From an optimization exercise on the open Yosys and OpenROAD flow, aimed at a short achievable clock period and few clock cycles; shortcuts taken in it are not production practice. Only simulation tests tie the RTL to the original design; equivalence was not proved. Power is estimated from default activity; no workload was simulated.

**flow/design.v**
```verilog
module MUX2x1(input Sel, input [31:0] A, B, output [31:0] O);
    assign O = (Sel)? B:A;
endmodule
module MUX3x1(input [1:0] Sel, input [31:0] A, B, C, output [31:0] O);
    assign O = (Sel[1])? C:(Sel[0]? B:A);
endmodule
module PFXLVL #(parameter K = 1) (input [31:0] gi, input [31:0] pi, output [31:0] go, output [31:0] po);
    genvar i;
    generate
        for (i = 0; i < 32; i = i + 1) begin : col
            if (i >= K) begin : comb
                assign go[i] = gi[i] | (pi[i] & gi[i-K]);
                assign po[i] = pi[i] & pi[i-K];
            end else begin : pass
                assign go[i] = gi[i];
                assign po[i] = pi[i];
            end
        end
    endgenerate
endmodule
module PREFIX32(input [31:0] g0, input [31:0] p0, output [31:0] c);
    wire [31:0] g1, p1, g2, p2, g3, p3, g4, p4, g5, p5;
    PFXLVL #(1)  l1(.gi(g0), .pi(p0), .go(g1), .po(p1));
    PFXLVL #(2)  l2(.gi(g1), .pi(p1), .go(g2), .po(p2));
    PFXLVL #(4)  l3(.gi(g2), .pi(p2), .go(g3), .po(p3));
    PFXLVL #(8)  l4(.gi(g3), .pi(p3), .go(g4), .po(p4));
    PFXLVL #(16) l5(.gi(g4), .pi(p4), .go(g5), .po(p5));
    assign c = {g5[30:0], 1'b0};
endmodule
module alu_control( ALUCtl, ALUOp, FuncCode);
   input [1:0] ALUOp;
   input [3:0] FuncCode;
   output reg [3:0]ALUCtl;
   always @ (ALUOp, FuncCode) begin
   if (ALUOp==2'b00)  
     ALUCtl <= 2;  
   else if(ALUOp==2'b01) 
       ALUCtl <= 6;  
   else if (ALUOp==2'b10)
      begin
      case(FuncCode)              
	   0: ALUCtl <= 2;  
	   8: ALUCtl <= 6;  
	   7: ALUCtl <= 0;  
	   6: ALUCtl <= 1;  
	   default: ALUCtl <=15;  
       endcase
      end
   else ALUCtl <=15;
   end
endmodule
module IMM_GEN(sign_ex_imm, inst);
   input [31:0]inst;
   output reg [31:0]sign_ex_imm;
   wire [6:0]opcode;
   assign opcode = inst[6:0]; 
   always @ (inst)
   begin
   case (opcode)
	7'd03: sign_ex_imm <= { {20{inst[31]}}, inst[31:20]}; 
	7'd35: sign_ex_imm  <= { {20{inst[31]}}, inst[31:25], inst[11:7]};  
	7'd99: sign_ex_imm  <= { {19{inst[31]}}, inst[31], inst[7],
                                    inst[30:25], inst[11:8], 1'b0}; 
	default: sign_ex_imm <= 32'b0;
   endcase
   end
endmodule
module REGISTER_FILE( input [15:0] Read_Sel1,
                      input [15:0] Read_Sel2,
                      input [3:0] Write_Reg,
                      input [31:0] Write_Data,
                      input RegWrite,
                      input Reset,
                      input Clk,
                      output reg [31:0] Read_Data1,
                      output reg [31:0] Read_Data2
                     );
reg [31:0] R [15:1];
integer ind;
always @* begin
    Read_Data1 = 32'b0;
    Read_Data2 = 32'b0;
    for (ind = 1; ind < 16; ind = ind + 1) begin
        Read_Data1 = Read_Data1 | ({32{Read_Sel1[ind]}} & R[ind]);
        Read_Data2 = Read_Data2 | ({32{Read_Sel2[ind]}} & R[ind]);
    end
end
always @(posedge Clk)
begin
    for (ind = 1; ind < 16; ind = ind + 1)
        if (Reset == 1)
            R[ind] <= (ind == 14) ? 32'h1000 : 32'b0;
        else if (RegWrite == 1 && Write_Reg == ind)
            R[ind] <= Write_Data;
end
endmodule
module CONTROL(input [6:0] Opcode, input clk, rst, 
    output reg [1:0] PCSource, ALUOp, ALUSrcB, ALUSrcA,
    output reg PCWriteCond, PCWrite, IorD, MemRead, MemWrite,
        Mem2Reg, IRWrite, RegWrite);
    integer Step;
    always@(posedge clk)
    if(rst) begin 
        {PCSource, ALUOp, ALUSrcB,PCWriteCond, PCWrite, IorD, 
            MemRead, MemWrite, Mem2Reg, IRWrite, ALUSrcA, RegWrite} <= 0;
        Step <= 1;
    end
    else begin
        if (Step == 1)
	    begin
                PCSource <= 0;
                ALUOp <= 0;
                ALUSrcA <= 0;
                ALUSrcB <= 1;
                PCWriteCond <= 0;
                PCWrite <= 1;
                IorD <= 0;
                MemRead <= 1;
                MemWrite <= 0;
                Mem2Reg <= 0;
                IRWrite <= 1;
                RegWrite <= 0;
            end
        else if (Step == 2)
	    begin
                ALUSrcA <= 2;
                ALUSrcB <= 2;
                PCWrite <= 0;
                MemRead <= 0;
                IRWrite <= 0;
            end
        else if (Step == 3)
	    casex(Opcode[6:4])
                3'b0?0: begin
                    ALUSrcA <= 1;
                    ALUSrcB <= 2;
                    ALUOp <= 0;
                end
                3'b011: begin
                    ALUSrcA <= 1;
                    ALUSrcB <= 0;
                    ALUOp <= 2;
                end
                3'b110: begin
                    PCSource <= 1;
                    PCWriteCond <= 1;
                    ALUSrcA <= 1;
                    ALUSrcB <= 0;
                    ALUOp <= 1;
                end
            endcase
        else if (Step == 4)
	    begin
            PCWriteCond <= 0;
	    casex(Opcode[6:4])
                3'b000: begin
                    MemRead <= 1;
                    IorD <= 1;
                end
                3'b010: begin
                    MemWrite <= 1;
                    IorD <= 1;
                end
                3'b011: begin
                    RegWrite <= 1;
                    Mem2Reg <= 0;
                end
            endcase
            end
        else if (Step == 5)
	    begin
            MemWrite <= 0;
            RegWrite <= 0;
	    if(Opcode[6:4] == 3'b000) begin
                RegWrite <= 1;
                Mem2Reg <= 1;
            end
            end
        if (Step == 5) Step <= 1;
        else Step <= Step + 1;
    end
endmodule
module CONNECTED
    (
    input clk, rst,
    input [31:0] mem_rdata,
    output [31:0] mem_addr, mem_wdata,
    output mem_we, mem_re
    );
    localparam CB = 4;                  
    localparam CN = 1 << CB;
    reg rst_rf;
    always @(posedge clk) rst_rf <= rst;
    reg [11:0] aout;           
    reg        re_q, we_q;
    reg [31:0] wd_q;
    reg        mcyc;           
    reg        mload;          
    reg [3:0]  mrd;            
    assign mem_addr  = {18'b0, aout, 2'b00};
    assign mem_re    = re_q;
    assign mem_we    = we_q;
    assign mem_wdata = wd_q;
    reg [11:0] fa;             
    wire [31:0] fw = mem_rdata;
    wire predT_F = (fw[6:4] == 3'b110) & ((fw[19:15] == fw[24:20]) | fw[31]);
    wire [11:0] offF = {fw[31], fw[31], fw[7], fw[30:25], fw[11:9]};
    wire [11:0] tgtF = fa + offF;
    reg          c_v   [0:CN-1];
    reg [11-CB:0] c_tag [0:CN-1];
    reg [31:0]   c_ins [0:CN-1];
    reg          c_pt  [0:CN-1];
    reg [11:0]   c_tgt [0:CN-1];
    wire [CB-1:0] cidx = fa[CB-1:0];
    reg [CN-1:0] cmatch;
    integer mi;
    always @* for (mi = 0; mi < CN; mi = mi + 1) cmatch[mi] = c_v[mi] & (c_tag[mi] == fa[11:CB]);
    wire chit = cmatch[cidx];
    wire [31:0] fins = mcyc ? c_ins[cidx] : fw;
    reg [31:0] ir;
    reg [11:0] pcD;
    reg [11:0] pcD1;           
    reg        vD;
    reg        irOK;           
    reg [CN-1:0] pcDoh;        
    reg [15:0] sel1D, sel2D;   
    wire [6:0] opD  = ir[6:0];
    wire [3:0] rs1D = ir[18:15];
    wire [3:0] rs2D = ir[23:20];
    wire [3:0] rdD  = ir[10:7];
    wire isR_D  = (opD[6:4] == 3'b011);
    wire isLW_D = (opD[6:4] == 3'b000);
    wire isSW_D = (opD[6:4] == 3'b010);
    wire isBQ_D = (opD[6:4] == 3'b110);
    wire [11:0] immI = ir[31:20];
    wire [11:0] immS = {ir[31:25], ir[11:7]};
    wire [31:0] immD = {{20{isSW_D ? immS[11] : immI[11]}}, isSW_D ? immS : immI};
    wire [11:0] offB = {ir[31], ir[31], ir[7], ir[30:25], ir[11:9]};
    wire predT_D = isBQ_D & ((ir[19:15] == ir[24:20]) | ir[31]);
    wire [11:0] tgtD = pcD + offB;
    wire [11:0] altD = predT_D ? pcD1 : tgtD;
    wire andD = isR_D & (ir[14:12] == 3'b111);
    wire orD  = isR_D & (ir[14:12] == 3'b110);
    wire subD = isR_D & ~andD & ~orD & ir[30];
    wire immSelD = isLW_D | isSW_D;
    reg        vE;
    reg        isR_E, isLW_E, isSW_E, isBQ_E;
    reg        predE;
    reg [11:0] altE;           
    reg [3:0]  rdE;
    reg        wrE;            
    reg        subE, andE, orE, immSelE;
    reg [31:0] immE;
    reg [31:0] Araw, Braw;     
    reg        ldA, ldB;       
    reg [31:0] g0, p0;         
    wire [31:0] cy;
    PREFIX32 carry(.g0(g0), .p0(p0), .c(cy));
    wire [31:0] sum  = p0 ^ cy;
    wire [31:0] logE = andE ? g0 : (g0 | p0);
    wire        arE  = ~(andE | orE);
    wire [31:0] resE  = arE ? (subE ? ~sum : sum) : logE;
    wire [31:0] resEn = arE ? (subE ? sum : ~sum) : ~logE;      
    wire [11:0] daddr = sum[13:2];
    wire eq      = ~|p0;
    wire stallE  = mcyc & (ldA | ldB);
    wire exE     = vE & ~stallE;
    wire mispE   = exE & isBQ_E & (eq != predE);
    wire memE    = exE & (isLW_E | isSW_E);
    wire [31:0] rf_a, rf_b;
    reg  [31:0] W;
    reg  [3:0]  rdW;
    reg         wW;
    wire        ldw = mcyc & mload;
    REGISTER_FILE register_file(.Read_Sel1(sel1D), .Read_Sel2(sel2D),
        .Write_Reg(ldw ? mrd : rdW), .Write_Data(ldw ? mem_rdata : W), .RegWrite(ldw | wW),
        .Reset(rst_rf), .Clk(clk), .Read_Data1(rf_a), .Read_Data2(rf_b));
    wire fA = vE & isR_E & wrE & (rdE == rs1D);
    wire fB = vE & isR_E & wrE & (rdE == rs2D);
    wire mA = ldw & (mrd == rs1D);
    wire mB = ldw & (mrd == rs2D);
    wire wA = wW & (rdW == rs1D);
    wire wB = wW & (rdW == rs2D);
    wire [31:0] rdA = mA ? mem_rdata : wA ? W : rf_a;
    wire [31:0] rdB = mB ? mem_rdata : wB ? W : rf_b;
    wire [31:0] opA = fA ? resE : rdA;
    wire [31:0] opB = fB ? resE : rdB;
    wire [31:0] opAs = fA ? (subD ? resEn : resE) : (rdA ^ {32{subD}});
    wire [31:0] xA   = stallE ? (ldA ? mem_rdata : Araw) : opA;
    wire [31:0] xB   = stallE ? (ldB ? mem_rdata : Braw) : opB;
    wire        xsub = stallE ? subE : subD;
    wire        ximm = stallE ? immSelE : immSelD;
    wire [31:0] xI   = stallE ? immE : immD;
    wire [31:0] aIn  = stallE ? (xA ^ {32{xsub}}) : opAs;
    wire [31:0] bIn  = ximm ? xI : xB;
    wire moveD   = ~stallE;
    wire fetch   = (~mcyc | chit) & (moveD | ~vD);
    wire [11:0] fa_inc  = fa + 12'd1;
    wire        useT    = ~mcyc & predT_F & ~mispE;
    wire [11:0] fa_oth  = mispE ? altE : (~mcyc ? fa_inc : (fetch ? (c_pt[cidx] ? c_tgt[cidx] : fa_inc) : fa));
    wire [11:0] fa_next = useT ? tgtF : fa_oth;
    wire [11:0] aout_next = (useT & ~memE) ? tgtF : (memE & ~mispE) ? daddr : fa_oth;
    integer ci, wi;
    always @(posedge clk) begin
        if (rst) begin
            aout <= 12'd0;
            re_q <= 1'b1;
            we_q <= 1'b0;
            mcyc <= 1'b0;
            mload <= 1'b0;
            fa <= 12'd0;
            vD <= 1'b0;
            vE <= 1'b0;
            wW <= 1'b0;
            irOK <= 1'b0;
            for (ci = 0; ci < CN; ci = ci + 1) c_v[ci] <= 1'b0;
        end else begin
            fa    <= fa_next;
            aout  <= aout_next;
            mcyc  <= memE;
            mload <= memE & isLW_E & wrE;
            re_q  <= ~(memE & isSW_E);
            we_q  <= memE & isSW_E;
            vD    <= ~mispE & (fetch | (vD & ~moveD));
            vE    <= stallE ? vE : (vD & ~mispE);
            wW    <= exE & isR_E & wrE;
            if (fetch) irOK <= 1'b1;
            for (ci = 0; ci < CN; ci = ci + 1) if (irOK & pcDoh[ci]) c_v[ci] <= 1'b1;
        end
    end
    always @(posedge clk) begin
        for (wi = 0; wi < CN; wi = wi + 1)
            if (irOK & pcDoh[wi]) begin
                c_tag[wi] <= pcD[11:CB];
                c_ins[wi] <= ir;
                c_pt[wi]  <= predT_D;
                c_tgt[wi] <= tgtD;
            end
        if (fetch) begin
            ir   <= fins;
            pcD  <= fa;
            pcD1 <= fa + 12'd1;
            pcDoh <= {{(CN-1){1'b0}}, 1'b1} << fa[CB-1:0];
            sel1D <= 16'd1 << fins[18:15];
            sel2D <= 16'd1 << fins[23:20];
        end
        g0   <= aIn & bIn;
        p0   <= aIn ^ bIn;
        Araw <= xA;
        Braw <= xB;
        wd_q <= Braw;
        W    <= resE;
        rdW  <= rdE;
        if (memE) mrd <= rdE;
        if (moveD) begin
            isR_E  <= isR_D;
            isLW_E <= isLW_D;
            isSW_E <= isSW_D;
            isBQ_E <= isBQ_D;
            predE  <= predT_D;
            altE   <= altD;
            rdE    <= rdD;
            wrE    <= (isR_D | isLW_D) & (rdD != 4'd0);
            subE   <= subD;
            andE   <= andD;
            orE    <= orD;
            immSelE <= immSelD;
            immE   <= immD;
            ldA    <= vD & memE & isLW_E & wrE & (rdE == rs1D);
            ldB    <= vD & memE & isLW_E & wrE & (rdE == rs2D);
        end
    end
endmodule
```
**flow/run.sh**
```bash
#!/bin/bash
# synth_recipe.tcl (not shown) runs the flow's synth.tcl, then flattens the netlist and writes it again
# the make line also repeats each setting of config.mk as NAME=value (left out here)
make -C /OpenROAD-flow-scripts/flow DESIGN_CONFIG=/design/flow/config.mk WORK_HOME=/design/flow/orfs CLKGATE_MAP_FILE= SYNTH_SCRIPT=/design/flow/synth_recipe.tcl finish
```
**flow/config.mk**
```make
export PLATFORM = sky130hd
export DESIGN_NAME = CONNECTED
export DESIGN_NICKNAME = CONNECTED
export VERILOG_FILES = /design/flow/design.v
export SDC_FILE = /design/flow/constraint.sdc
export NUM_CORES = 4
export LEC_CHECK = 0
export ABC_CLOCK_PERIOD_IN_PS = 2500
export CAP_MARGIN = 20
export CORE_MARGIN = 2
export CORE_UTILIZATION = 40
export PLACE_DENSITY = 0.6
export SETUP_SLACK_MARGIN = 5
export SLEW_MARGIN = 20
export SYNTH_HIERARCHICAL = 1
export SYNTH_MINIMUM_KEEP_SIZE = 0
```
**flow/constraint.sdc**
```tcl
create_clock -name core_clock -period 8.0 [get_ports {clk}]
set_input_delay 1.6000 -clock core_clock [delete_from_list [all_inputs] [get_ports {clk}]]
set_output_delay 1.6000 -clock core_clock [all_outputs]
set_load 0.01 [all_outputs]
```
==> results of run 1 <==
-- stage by stage --
step	worst slack (ns)	area (um2)	total power, mW	std cells	hold WS [ns]
floorplan	4.00	74800	10.8	6161	0.330
global placement	3.00	77100	11.6	8331	0.338
detailed placement	3.14	77100	11.6	8332	0.339
CTS	4.84	86400	20.0	8858	0.349
global route	4.70	89600	20.7	9018	0.360
finish	4.74	89600	20.3	9022	0.345
-- where the power goes --
| group | internal (mW) | leakage (nW) | total [mW] | switching (mW) |
|---|---|---|---|---|
| registers | 9.43 | 14.8 | 9.67 | 0.235 |
| logic | 0.866 | 17.2 | 2.43 | 1.57 |
| clock network | 4.63 | 2.79 | 8.19 | 3.55 |
| total | 14.9 | 34.8 | 20.3 | 5.35 |
-- what timing repair did --
action	in CTS	in global routing
resized for setup	659	385
buffers inserted	177	134
pin swaps	112	284
setup endpoints to repair	936	416
cloned	23	16
-- routing by layer --
layer  vias up  share of wire, %  track usage (%)  wire length (um)
met5         -             0.012                0                35
li1      23500                 -                -                 -
met4         6               5.9             13.6             16700
met1     28000                38             36.5            109000
met3       794               9.9             5.63             28200
met2      3443                46             44.5            130000
-- worst max path at each step --
stage                  startpoint        to  slack, ns  cells past startpoint
floorplan                  fa[10]  aout[11]       4.00                     12
global placement    mem_rdata[26]    fa[11]       3.00                     11
detailed placement  mem_rdata[26]    fa[11]       3.14                     11
CTS                         fa[1]     fa[4]       4.84                     14
global route                fa[0]   aout[9]       4.70                     14
finish                      fa[0]     fa[4]       4.74                     13
-- cell type report --
type	instances	area, um2
inverter	89	364
clock buffer	243	4960
timing repair inverter	1	5.00
timing repair buffer	546	5820
tap	2480	3100
clock inverter	83	739
multi-input combinational	3895	31800
fill	16200	95600
antenna	14	35.0
sequential	1671	42700
-- sequential cells by signal, indices dropped and copies added, names as in the netlist, 15 cells and up --
name and cells:
c_v 16, p0 32, pcDoh 16, register_file.R 480
sel2D 15, Araw 32, ir 28, immE 32
W 32, g0 32, sel1D 15, Braw 32
wd_q 32, c_tgt 192, c_pt 16, c_tag 128
c_ins 448
-- worst reg2reg max path, delay by kind of cell (launching register included) --
kind / cells / cell delay, ns
compound gates: 5 / 1.15
fa+ha+maj: 1 / 0.19
flops: 1 / 0.34
buf+inv: 4 / 0.79
simple gates: 3 / 0.71
==> impl_metrics.py, run 1 <==
metrics = {
    "sta": {
        "skew_ns": 0.0512,
        "max_freq_ghz": 0.306,
        "maxSlewViolCount": 0,
        "period_needed_ns": 3.26,
        "worstMarginPinSlew_ns": 1.15,
        "hold_violations": 0,
        "rsz0062_at_grt": "true",
        "setup_violations": 0,
        "setup_tns_ns": 0,
        "post-route-period-util_pct": 40.8,
        "maxSlewHeadroom_pct": 23.4,
    },
    "synthesis": {
        "yosysWarnings": 14,
        "synth.avg_cell_area_um2": 12.1,
        "netlist_area_mm2": 0.0745,
        "syn_inst": 6142,
    },
    "cells_and_area": {
        "area_growth_pct": 20.3,
        "layout_common_cells": "edfxtp_1, dfxtp_1, mux2i_1",
        "fin_nets": 6477,
        "layout_commonest_cell": "edfxtp_1",
        "final_core_util_pct": 48.4,
        "drive_above_1_share_pct": 21.1,
    },
    "critical_path": {
        "reg2reg_depth": 13,
        "r2r_end": "fa[4]",
        "cp.required_ns": 8.74,
        "worst_setup_path_start_kind": "flop",
        "crit_fanout": 10,
        "cpPeakStageDelay_ns": 0.43,
        "critPathSlowestCell": "a2111o_1",
        "path_buf_inv": 4,
        "end_kind": "flop",
        "critical-path-top-delay-family": "compound AO/OA/AOI/OAI gates",
        "r2r_start": "fa[0]",
        "arrival_ns": 4.00,
        "crit_top_cell": "buf_6",
        "crit_chain": "inv_2 -> buf_6 -> ha_4 -> buf_6 -> nor3b_4 -> bufbuf_16 -> a22oi_1 -> nand3_1 -> o22ai_1 -> a2111o_1 -> a21o_1 -> and3_4 -> a2111oi_4",
        "r2r_slack_ns": 4.74,
        "path_class": "reg -> reg",
    },
    "clocking": {
        "cts_tree": "built",
        "clk_latency_ns": 0.84,
        "hold_buffers": 0,
        "htreeDepth": 4,
        "cts_sinks": 1671,
        "path_clk_slew_ns": 0.06,
        "ctsRootBufferMaster": "clkbuf_16",
        "numCtsBuffers": 177,
        "cts_buffer_depth": 3,
    },
    "die": {
        "chipWidth_um": 436,
        "std_cell_rows": 158,
        "fp.dieH_um": 436,
        "die-area_mm2": 0.190,
        "core-area_mm2": 0.185,
        "io-pin-count": 100,
        "initial_core_util_pct": 40.2,
    },
    "status": {
        "outcome": "finished clean",
    },
    "detailed_routing": {
        "dr.pass1.iters": 9,
        "drtIter0Drc": 7070,
        "drc": 0,
        "antenna_left": 0,
        "viasPerCell": 6.19,
        "wl_per_cell_um": 31.4,
        "vias": 55800,
        "totalWireLength_um": 283000,
    },
    "placed_design": {
        "portBuffers": 79,
        "dp_hpwl_um": 149000,
        "routabilityCongestion": 0.917,
    },
    "global_route": {
        "grt_pass1_wl_um": 388000,
        "grt_max_degree": 220,
        "grt_pass1_vias": 52300,
        "grt_antenna_before_repair": 19,
        "grt_usage_pct": 28.0,
        "grt_overflow_total": 0,
    },
    "power_and_ir_drop": {
        "pwr_density_cell_mw_per_mm2": 226,
        "vdd_drop_max_v": 0.000218,
        "leakagePower_nw": 34.8,
    },
    "min_path": {
        "hold_end": "wd_q[30]",
        "whs_path_depth": 0,
        "hold_class": "reg -> reg",
        "holdCritStartpoint": "Braw[30]",
    },
    "run": {
        "drv_cap": 0,
    },
}
Testbench counts, summed over its fixed seeds: cycles 80,955.
==> run 2, diff against run 1 <==
--- a/flow/design.v
+++ b/flow/design.v
@@ -69,5 +69,4 @@
                       input [15:0] Read_Sel2,
-                      input [3:0] Write_Reg,
+                      input [15:0] Write_Sel,
                       input [31:0] Write_Data,
-                      input RegWrite,
                       input Reset,
@@ -92,3 +91,3 @@
             R[ind] <= (ind == 14) ? 32'h1000 : 32'b0;
-        else if (RegWrite == 1 && Write_Reg == ind)
+        else if (Write_Sel[ind])
             R[ind] <= Write_Data;
@@ -211,4 +210,3 @@
     reg [31:0]   c_ins [0:CN-1];
-    reg          c_pt  [0:CN-1];
-    reg [11:0]   c_tgt [0:CN-1];
+    reg [11:0]   c_nxt [0:CN-1];    
     wire [CB-1:0] cidx = fa[CB-1:0];
@@ -274,4 +272,6 @@
     wire        ldw = mcyc & mload;
+    reg  [15:0] wsel;
+    reg         wld;
     REGISTER_FILE register_file(.Read_Sel1(sel1D), .Read_Sel2(sel2D),
-        .Write_Reg(ldw ? mrd : rdW), .Write_Data(ldw ? mem_rdata : W), .RegWrite(ldw | wW),
+        .Write_Sel(wsel), .Write_Data(wld ? mem_rdata : W),
         .Reset(rst_rf), .Clk(clk), .Read_Data1(rf_a), .Read_Data2(rf_b));
@@ -299,3 +299,3 @@
     wire        useT    = ~mcyc & predT_F & ~mispE;
-    wire [11:0] fa_oth  = mispE ? altE : (~mcyc ? fa_inc : (fetch ? (c_pt[cidx] ? c_tgt[cidx] : fa_inc) : fa));
+    wire [11:0] fa_oth  = mispE ? altE : (~mcyc ? fa_inc : (fetch ? c_nxt[cidx] : fa));
     wire [11:0] fa_next = useT ? tgtF : fa_oth;
@@ -314,2 +314,3 @@
             wW <= 1'b0;
+            wsel <= 16'd0;
             irOK <= 1'b0;
@@ -326,2 +327,4 @@
             wW    <= exE & isR_E & wrE;
+            wsel  <= (exE & (isR_E | isLW_E) & wrE) ? (16'd1 << rdE) : 16'd0;
+            wld   <= isLW_E;
             if (fetch) irOK <= 1'b1;
@@ -335,4 +338,3 @@
                 c_ins[wi] <= ir;
-                c_pt[wi]  <= predT_D;
-                c_tgt[wi] <= tgtD;
+                c_nxt[wi] <= predT_D ? tgtD : pcD1;
             end
==> impl_metrics.py, run 2 <==
metrics = {
    "detailed_routing": {
        "antenna_left": 0,
        "vias": 54000,
        "totalWireLength_um": 268000,
        "drtIter0Drc": 7138,
        "dr.pass1.iters": 8,
        "viasPerCell": 6.17,
        "drc": 0,
        "wl_per_cell_um": 30.7,
    },
    "sta": {
        "maxSlewHeadroom_pct": 12.1,
        "setup_ws_ns": 4.92,
        "worstMarginPinSlew_ns": 1.32,
        "setup_tns_ns": 0,
        "hold_violations": 0,
        "maxSlewViolCount": 0,
        "rsz0062_at_grt": "true",
        "skew_ns": 0.0547,
        "max_freq_ghz": 0.324,
        "post-route-period-util_pct": 38.5,
        "setup_violations": 0,
        "period_needed_ns": 3.08,
    },
    "synthesis": {
        "synth.avg_cell_area_um2": 11.9,
        "yosysWarnings": 13,
        "netlist_area_mm2": 0.0726,
        "syn_inst": 6102,
    },
    "critical_path": {
        "path_class": "reg -> reg",
        "crit_fanout": 32,
        "arrival_ns": 3.79,
        "crit_path_start": "sel2D[4]",
        "critical-path-top-delay-family": "compound AO/OA/AOI/OAI gates",
        "crit_top_cell": "a211oi_1",
        "path_buf_inv": 1,
        "worst_setup_path_start_kind": "flop",
        "critPathSlowestCell": "edfxtp_1",
        "cpPeakStageDelay_ns": 0.41,
        "cp.required_ns": 8.71,
        "r2r_start": "sel2D[4]",
        "crit_chain": "buf_12 -> a222oi_1 -> and3_1 -> nand4_1 -> mux2i_1 -> a211oi_1 -> a211oi_1 -> a21oi_1 -> mux2_2 -> ha_1",
        "end_kind": "flop",
    },
    "clocking": {
        "htreeDepth": 4,
        "numCtsBuffers": 178,
        "path_clk_slew_ns": 0.06,
        "ctsRootBufferMaster": "clkbuf_16",
        "cts_tree": "built",
        "cts_buffer_depth": 3,
        "clk_latency_ns": 0.86,
        "cts_sinks": 1671,
    },
    "status": {
        "outcome": "finished clean",
    },
    "cells_and_area": {
        "layout_common_cells": "edfxtp_1, nor2_1, dfxtp_1",
        "top_register": "register_file.R",
        "largest_reg_flops": 480,
        "fillers": 15900,
        "largestRegisters": "register_file.R x480, c_ins x448, c_nxt x192",
        "area_growth_pct": 17.8,
        "fin_nets": 6324,
        "drive_above_1_share_pct": 17.0,
        "layout_commonest_cell": "edfxtp_1",
        "final_core_util_pct": 47.3,
    },
    "power_and_ir_drop": {
        "pwr_density_cell_mw_per_mm2": 243,
        "vdd_drop_max_v": 0.000192,
        "leakagePower_nw": 30.6,
    },
    "global_route": {
        "grt_overflow_total": 0,
        "grt_usage_pct": 27.6,
        "grt_antenna_before_repair": 13,
        "grt_max_degree": 244,
        "grt_pass1_vias": 50800,
        "grt_pass1_wl_um": 371000,
    },
    "die": {
        "die-area_mm2": 0.185,
        "core-area_mm2": 0.181,
        "fp.dieH_um": 430,
        "initial_core_util_pct": 40.2,
        "io-pin-count": 100,
        "chipWidth_um": 430,
        "std_cell_rows": 156,
    },
    "min_path": {
        "holdCritStartpoint": "Braw[25]",
        "hold_class": "reg -> reg",
    },
    "placed_design": {
        "dp_hpwl_um": 144000,
        "portBuffers": 79,
        "routabilityCongestion": 0.952,
        "post-place-ws_ns": 3.28,
    },
    "run": {
        "drv_cap": 0,
    },
}
[run 2: area by class of cell]
class                      count  area (um2)  share of cell area (%)
inverter                      89         372                   0.435
multi-input combinational   3859       29100                    34.0
timing repair inverter         1        8.76                  0.0102
clock inverter                72         712                   0.833
clock buffer                 257        5130                    6.00
sequential                  1671       42600                    49.9
antenna                        6        15.0                  0.0176
tap                         2370        2970                    3.47
timing repair buffer         428        4590                    5.36
[run 2: worst paths after layout]
kind / cells after the start / slack (ns) / end
hold reg to reg: 0 / 0.35 / wd_q[25]
setup reg to reg: 10 / 4.92 / p0[1]
setup / recovery: 10 / 4.92 / p0[1]
hold / removal: 0 / 0.35 / wd_q[25]
[run 2: timing repair]
action                                  4_1_cts  5_1_grt
endpoints found under the setup margin      610      209
pin swaps                                    57      135
resized for setup                           552      238
setup buffers                               122       76
hold buffers                                  0        0
gates cloned                                 22       12
[run 2: layer usage]
layer,GRT usage (%),part of all wire [%]
met1,36.1,40
met2,43.6,45
met3,5.78,10
met4,13.3,5.4
met5,0,0.013
[run 2: where the power goes]
group          internal [mW]  total [mW]  switching (mW)
registers               9.50        9.77           0.276
logic                  0.858        2.69            1.83
clock network           4.73        8.29            3.56
[run 2: through the flow]
step / hold WS [ns] / std cells / area [um2] / power [mW]
final: 0.348 / 8753 / 85500 / 20.8
after global routing: 0.346 / 8748 / 85500 / 21.2
after CTS: 0.343 / 8659 / 83800 / 20.6
after detailed placement: 0.336 / 8186 / 75300 / 12.0
after global placement: 0.340 / 8186 / 75300 / 12.0
after floorplan: 0.330 / 6121 / 72800 / 11.0
Testbench counts of run 2, summed over its fixed seeds: cycles 80,955.
==> run 3, diff against run 2 <==
--- a/flow/design.v
+++ b/flow/design.v
@@ -29,2 +29,5 @@
 endmodule
+module SEL16 #(parameter W = 1) (input [3:0] idx, input [16*W-1:0] d, output [W-1:0] q);
+    assign q = d[idx*W +: W];
+endmodule
 module alu_control( ALUCtl, ALUOp, FuncCode);
@@ -215,4 +218,18 @@
     always @* for (mi = 0; mi < CN; mi = mi + 1) cmatch[mi] = c_v[mi] & (c_tag[mi] == fa[11:CB]);
-    wire chit = cmatch[cidx];
-    wire [31:0] fins = mcyc ? c_ins[cidx] : fw;
+    wire chit;
+    wire [31:0] c_ins_r;
+    wire [11:0] c_nxt_r;
+    wire [32*CN-1:0] c_ins_v;
+    wire [12*CN-1:0] c_nxt_v;
+    genvar gi;
+    generate
+        for (gi = 0; gi < CN; gi = gi + 1) begin : cflat
+            assign c_ins_v[32*gi +: 32] = c_ins[gi];
+            assign c_nxt_v[12*gi +: 12] = c_nxt[gi];
+        end
+    endgenerate
+    assign chit = cmatch[cidx];
+    SEL16 #(32) sel_ins(.idx(cidx), .d(c_ins_v), .q(c_ins_r));
+    SEL16 #(12) sel_nxt(.idx(cidx), .d(c_nxt_v), .q(c_nxt_r));
+    wire [31:0] fins = mcyc ? c_ins_r : fw;
     reg [31:0] ir;
@@ -293,11 +310,19 @@
     wire [31:0] xI   = stallE ? immE : immD;
-    wire [31:0] aIn  = stallE ? (xA ^ {32{xsub}}) : opAs;
-    wire [31:0] bIn  = ximm ? xI : xB;
+    wire        fAn  = ~stallE & fA;
+    wire        fBn  = ~ximm & ~stallE & fB;
+    wire        rfA  = ~stallE & ~mA & ~wA;
+    wire        rfB  = ~ximm & ~stallE & ~mB & ~wB;
+    wire [31:0] aAlt = stallE ? ((ldA ? mem_rdata : Araw) ^ {32{subE}}) : ((mA ? mem_rdata : W) ^ {32{subD}});
+    wire [31:0] bAlt = ximm ? xI : stallE ? (ldB ? mem_rdata : Braw) : mB ? mem_rdata : W;
+    wire [31:0] aIn  = fAn ? (subD ? resEn : resE) : rfA ? (rf_a ^ {32{subD}}) : aAlt;
+    wire [31:0] bIn  = fBn ? resE : rfB ? rf_b : bAlt;
     wire moveD   = ~stallE;
     wire fetch   = (~mcyc | chit) & (moveD | ~vD);
+    wire loadD   = moveD | ~vD;
     wire [11:0] fa_inc  = fa + 12'd1;
     wire        useT    = ~mcyc & predT_F & ~mispE;
-    wire [11:0] fa_oth  = mispE ? altE : (~mcyc ? fa_inc : (fetch ? c_nxt[cidx] : fa));
-    wire [11:0] fa_next = useT ? tgtF : fa_oth;
-    wire [11:0] aout_next = (useT & ~memE) ? tgtF : (memE & ~mispE) ? daddr : fa_oth;
+    wire        useC    = mcyc & fetch & ~mispE;
+    wire [11:0] fa_oth  = mispE ? altE : (~mcyc ? fa_inc : fa);
+    wire [11:0] fa_next = useC ? c_nxt_r : useT ? tgtF : fa_oth;
+    wire [11:0] aout_next = (useC & ~memE) ? c_nxt_r : (useT & ~memE) ? tgtF : (memE & ~mispE) ? daddr : fa_oth;
     integer ci, wi;
@@ -329,3 +354,3 @@
             wld   <= isLW_E;
-            if (fetch) irOK <= 1'b1;
+            if (loadD) irOK <= ~mcyc | chit;
             for (ci = 0; ci < CN; ci = ci + 1) if (irOK & pcDoh[ci]) c_v[ci] <= 1'b1;
@@ -340,3 +365,3 @@
             end
-        if (fetch) begin
+        if (loadD) begin
             ir   <= fins;
==> impl_metrics.py, run 3 <==
metrics = {
    "clocking": {
        "hold_buffers": 0,
        "htreeDepth": 4,
        "numCtsBuffers": 177,
        "cts_buffer_depth": 3,
        "ctsRootBufferMaster": "clkbuf_16",
        "cts_tree": "built",
        "cts_sinks": 1671,
        "path_clk_slew_ns": 0.06,
        "clk_latency_ns": 0.86,
    },
    "die": {
        "std_cell_rows": 160,
        "io-pin-count": 100,
        "die-area_mm2": 0.194,
        "core-area_mm2": 0.190,
        "initial_core_util_pct": 40.2,
        "fp.dieH_um": 441,
        "chipWidth_um": 441,
    },
    "cells_and_area": {
        "seqCellArea_mm2": 0.0426,
        "largest_reg_flops": 480,
        "largestRegisters": "register_file.R x480, c_ins x448, c_nxt x192",
        "fin_nets": 6436,
        "layout_commonest_cell": "edfxtp_1",
        "fin_cells": 9010,
        "drive_above_1_share_pct": 16.2,
        "area_growth_pct": 14.2,
        "top_register": "register_file.R",
        "layout_common_cells": "edfxtp_1, dfxtp_1, nor2_1",
        "multiInputGateArea_mm2": 0.0321,
        "design_area_mm2": 0.0872,
        "fillers": 17100,
    },
    "placed_design": {
        "placedCellCount": 8522,
        "portBuffers": 79,
        "post-place-ws_ns": 2.79,
        "dp_hpwl_um": 148000,
        "routabilityCongestion": 0.935,
        "placed_cell_area_mm2": 0.0790,
    },
    "sta": {
        "skew_ns": 0.0644,
        "maxSlewHeadroom_pct": 23.4,
        "maxSlewViolCount": 0,
        "hold_violations": 0,
        "setup_ws_ns": 4.96,
        "post-route-period-util_pct": 38.0,
        "worstMarginPinSlew_ns": 1.15,
        "setup_tns_ns": 0,
        "period_needed_ns": 3.04,
        "setup_violations": 0,
        "max_freq_ghz": 0.329,
        "rsz0062_at_grt": "true",
    },
    "critical_path": {
        "arrival_ns": 3.83,
        "crit_path_start": "mem_rdata[26]",
        "critPathSlowestCell": "a2111oi_1",
        "r2r_start": "p0[1]",
        "crit_chain": "dlygate4sd2_1 -> buf_12 -> ha_4 -> nand3_1 -> a21oi_4 -> nor3_2 -> o31ai_2 -> a21oi_2 -> xor2_2 -> a2111oi_1 -> mux2_1",
        "path_class": "in -> reg",
        "cpPeakStageDelay_ns": 0.43,
        "cp.required_ns": 8.79,
        "end_kind": "flop",
        "worst_setup_path_start_kind": "input port",
        "reg2reg_depth": 9,
        "crit_fanout": 5,
    },
    "power_and_ir_drop": {
        "pwr_density_cell_mw_per_mm2": 230,
        "power_mw": 20.1,
        "vdd_drop_max_v": 0.000198,
        "leakagePower_nw": 30.5,
    },
    "synthesis": {
        "syn_inst": 6356,
        "yosysWarnings": 13,
        "synth.avg_cell_area_um2": 12.0,
        "netlist_area_mm2": 0.0764,
    },
    "run": {
        "drv_cap": 0,
    },
    "global_route": {
        "grt_max_degree": 218,
        "grt_pass1_wl_um": 383000,
        "grt_usage_pct": 27.2,
        "grt_pass1_vias": 53200,
        "grt_overflow_total": 0,
        "grt_antenna_before_repair": 18,
    },
    "detailed_routing": {
        "viasPerCell": 6.24,
        "drtIter0Drc": 7798,
        "dr.pass1.iters": 8,
        "drc": 0,
        "vias": 56200,
        "totalWireLength_um": 272000,
        "antenna_left": 0,
        "wl_per_cell_um": 30.2,
    },
    "min_path": {
        "whs_path_depth": 0,
        "holdCritStartpoint": "Braw[17]",
        "hold_class": "reg -> reg",
    },
    "status": {
        "outcome": "finished clean",
    },
}
## run 3: path summary, 6_finish.rpt
kind / end / slack (ns)
hold reg to reg: wd_q[17] / 0.34
setup reg to reg: fa[7] / 4.99
hold / removal: wd_q[17] / 0.34
setup / recovery: aout[10] / 4.96
## run 3: cell type report
type / count / area share [%]
diodes: 15 / 0.0431
flip-flops and latches: 1671 / 48.8
clock inverters: 82 / 0.952
inverters: 68 / 0.320
multi-input cells: 4072 / 36.8
clock buffers: 241 / 5.60
repair buffers: 348 / 3.85
repair inverters: 2 / 0.0201
well taps: 2511 / 3.60
## run 3: worst max-delay path: cells and delay by family
kind | cells | cell delay (ns)
xor gates and xnor gates | 1 | 0.19
muxes | 1 | 0.20
and+or+nand+nor | 2 | 0.18
adders and majority gates | 1 | 0.29
AOI/OAI and AO/OA | 4 | 0.93
buffers and inverters | 2 | 0.42
## run 3: timing repair
item,4_1_cts,5_1_grt
resized for setup,433,137
buffers inserted,93,43
endpoints found under the setup margin,517,215
cloned,13,1
pin swaps,21,42
## run 3: metrics by stage
step / hold slack (ns) / utilization (%)
after floorplan: 0.324 / -
after global placement: 0.344 / 41.5
after detailed placement: 0.338 / 41.6
after CTS: 0.342 / 45.5
after global routing: 0.349 / 45.9
final: 0.342 / 45.9
## run 3: metal layers
metal / share of wire (%) / up-vias / GRT usage (%)
met1: 40 / 28300 / 36.2
met2: 44 / 3272 / 41.6
met5: 0.029 / - / 0
met3: 10 / 697 / 6.74
met4: 5.1 / 14 / 12.8
li1: - / 23900 / -
## run 3: power breakdown
part	internal [mW]	switching, mW
logic	0.840	1.45
registers	9.35	0.233
clock network	4.59	3.61
total	14.8	5.29
Testbench counts of run 3, summed over its fixed seeds: cycles 80,955.
==> run 4, diff against run 3 <==
--- a/flow/design.v
+++ b/flow/design.v
@@ -32,2 +32,26 @@
 endmodule
+module PFXLVL12 #(parameter K = 1) (input [11:0] gi, input [11:0] pi, output [11:0] go, output [11:0] po);
+    genvar i;
+    generate
+        for (i = 0; i < 12; i = i + 1) begin : col
+            if (i >= K) begin : comb
+                assign go[i] = gi[i] | (pi[i] & gi[i-K]);
+                assign po[i] = pi[i] & pi[i-K];
+            end else begin : pass
+                assign go[i] = gi[i];
+                assign po[i] = pi[i];
+            end
+        end
+    endgenerate
+endmodule
+module ADD12(input [11:0] a, input [11:0] b, output [11:0] s);
+    wire [11:0] g0 = a & b;
+    wire [11:0] p0 = a ^ b;
+    wire [11:0] g1, p1, g2, p2, g3, p3, g4, p4;
+    PFXLVL12 #(1) l1(.gi(g0), .pi(p0), .go(g1), .po(p1));
+    PFXLVL12 #(2) l2(.gi(g1), .pi(p1), .go(g2), .po(p2));
+    PFXLVL12 #(4) l3(.gi(g2), .pi(p2), .go(g3), .po(p3));
+    PFXLVL12 #(8) l4(.gi(g3), .pi(p3), .go(g4), .po(p4));
+    assign s = p0 ^ {g4[10:0], 1'b0};
+endmodule
 module alu_control( ALUCtl, ALUOp, FuncCode);
@@ -209,3 +233,4 @@
     wire [11:0] offF = {fw[31], fw[31], fw[7], fw[30:25], fw[11:9]};
-    wire [11:0] tgtF = fa + offF;
+    wire [11:0] tgtF;
+    ADD12 addF(.a(fa), .b(offF), .s(tgtF));
     reg          c_v   [0:CN-1];
==> impl_metrics.py, run 4 <==
metrics = {
    "critical_path": {
        "worst_setup_path_start_kind": "flop",
        "arrival_ns": 3.71,
        "crit_fanout": 5,
        "end_kind": "flop",
        "cp.required_ns": 8.71,
        "path_class": "reg -> reg",
    },
    "clocking": {
        "ctsRootBufferMaster": "clkbuf_16",
        "clk_latency_ns": 0.85,
        "cts_tree": "built",
        "cts_buffer_depth": 3,
        "htreeDepth": 4,
        "path_clk_slew_ns": 0.07,
        "hold_buffers": 0,
        "numCtsBuffers": 173,
        "cts_sinks": 1671,
    },
    "cells_and_area": {
        "largestRegisters": "register_file.R x480, c_ins x448, c_nxt x192",
        "design_area_mm2": 0.0870,
        "drive_above_1_share_pct": 15.8,
        "largest_reg_flops": 480,
        "layout_commonest_cell": "edfxtp_1",
        "top_register": "register_file.R",
        "layout_common_cells": "edfxtp_1, dfxtp_1, nor2_1",
        "final_core_util_pct": 45.8,
        "fillers": 17000,
        "fin_nets": 6403,
        "area_growth_pct": 13.7,
    },
    "synthesis": {
        "syn_inst": 6348,
        "synth.avg_cell_area_um2": 12.0,
        "yosysWarnings": 13,
        "netlist_area_mm2": 0.0765,
    },
    "sta": {
        "setup_tns_ns": 0,
        "worst_hold_slack_ns": 0.343,
        "hold_violations": 0,
        "maxSlewViolCount": 0,
        "worstMarginPinSlew_ns": 1.09,
        "skew_ns": 0.0397,
        "setup_ws_ns": 5.00,
        "max_freq_ghz": 0.334,
        "rsz0062_at_grt": "true",
        "setup_violations": 0,
        "post-route-period-util_pct": 37.5,
        "maxSlewHeadroom_pct": 27.2,
        "period_needed_ns": 3.00,
    },
    "die": {
        "fp.dieH_um": 441,
        "core-area_mm2": 0.190,
        "initial_core_util_pct": 40.3,
        "io-pin-count": 100,
        "chipWidth_um": 441,
        "std_cell_rows": 160,
        "die-area_mm2": 0.195,
    },
    "status": {
        "outcome": "finished clean",
    },
    "placed_design": {
        "placed_cell_area_mm2": 0.0792,
        "dp_hpwl_um": 147000,
        "portBuffers": 79,
        "routabilityCongestion": 0.928,
        "post-place-ws_ns": 3.17,
    },
    "detailed_routing": {
        "drtIter0Drc": 6944,
        "wl_per_cell_um": 29.2,
        "vias": 54800,
        "totalWireLength_um": 262000,
        "antenna_left": 0,
        "drc": 0,
        "viasPerCell": 6.11,
        "dr.pass1.iters": 10,
    },
    "power_and_ir_drop": {
        "pwr_density_cell_mw_per_mm2": 230,
        "leakagePower_nw": 30.7,
        "vdd_drop_max_v": 0.000199,
    },
    "min_path": {
        "hold_class": "reg -> reg",
    },
    "global_route": {
        "grt_overflow_total": 0,
        "grt_pass1_vias": 52200,
        "grt_usage_pct": 26.0,
        "grt_antenna_before_repair": 19,
        "grt_pass1_wl_um": 371000,
        "grt_max_degree": 131,
    },
    "run": {
        "drv_cap": 0,
    },
}
-- run 4: stage by stage --
| stage | power (mW) | cells |
|---|---|---|
| 3_3_place_gp | 11.6 | 8522 |
| 6_report | 20.0 | 8973 |
| 3_5_place_dp | 11.6 | 8522 |
| 4_1_cts | 20.0 | 8916 |
| 2_1_floorplan | 10.9 | 6367 |
| 5_1_grt | 20.5 | 8968 |
-- run 4: critical path, cell delays in order, from the launching register on --
cell      delay [ns]
dfxtp_1         0.47
and2_1          0.23
a21o_1          0.24
a21o_1          0.22
a21o_1          0.21
xor2_1          0.19
xnor2_1         0.08
a21oi_1         0.47
xnor2_1         0.12
a221oi_1        0.32
ha_1            0.29
-- run 4: routing by layer --
metal / wire (um) / share of wire [%] / track usage, %
met3: 23700 / 9.0 / 5.03
met5: 69 / 0.026 / 0
met4: 11500 / 4.4 / 10.8
met1: 107000 / 41 / 34.9
met2: 120000 / 46 / 41.2
-- run 4: report_power, final --
part	switching [mW]	total [mW]	internal, mW
combinational	1.38	2.16	0.780
clock	3.60	8.31	4.72
sequential	0.191	9.49	9.30
-- run 4: path summary, 6_finish.rpt --
path              startpoint       end  slack, ns  cells after the start
setup / recovery       p0[1]    p0[15]       5.00                     10
hold / removal      Braw[14]  wd_q[14]       0.34                      0
setup reg to reg       p0[1]    p0[15]       5.00                     10
hold reg to reg     Braw[14]  wd_q[14]       0.34                      0
-- run 4: cell type report --
type	instances	area (um2)	share of cell area, %
multi-input cells	4070	32100	36.9
inverters	63	267	0.306
flip-flops and latches	1671	42500	48.9
repair buffers	328	3110	3.58
well taps	2511	3140	3.61
diodes	9	22.5	0.0259
clock inverters	94	1070	1.23
clock buffers	227	4760	5.47
-- run 4: timing repair --
action	4_1_cts	5_1_grt
endpoints found under the hold margin	0	0
gates resized for setup	425	81
cloned	8	8
endpoints found under the setup margin	336	150
buffers inserted	65	39
pin swaps	28	35
Testbench counts of run 4, summed over its fixed seeds: cycles 80,955.

-- what the ideal ports hide --
No port has a modelled driver above. Below, the same layouts with a new extraction and two added sets of constraints. Step 1, drivers: a clkbuf_16 drives clk and a buf_2 each remaining input, both assumed. Step 2 adds t to the input delays and takes it off the output delays; t is the mean of the earliest and latest rising clock arrival at the registers after step 1. Input paths then give back, and output paths get back, about the clock's delay inside the block. Three values: no drivers, after step 1, after step 2; two values: the first two.
run | t, ns | setup WS [ns] | worst setup path after step 2 | clock arrival spread, ns
run 1 | 0.905 | 4.736 / 4.736 / 3.929 | input to register | 0.054 / 0.054
run 2 | 0.927 | 4.917 / 4.871 / 4.043 | input to register | 0.055 / 0.055
run 3 | 0.910 | 4.964 / 4.827 / 3.917 | input to register | 0.065 / 0.065
run 4 | 0.919 | 5.003 / 4.907 / 3.988 | input to register | 0.046 / 0.046
After both steps setup and hold are still met in every run listed. The setup slack of run 3, which loses most, moves by -0.137 ns with the drivers and by -1.047 ns with both steps.
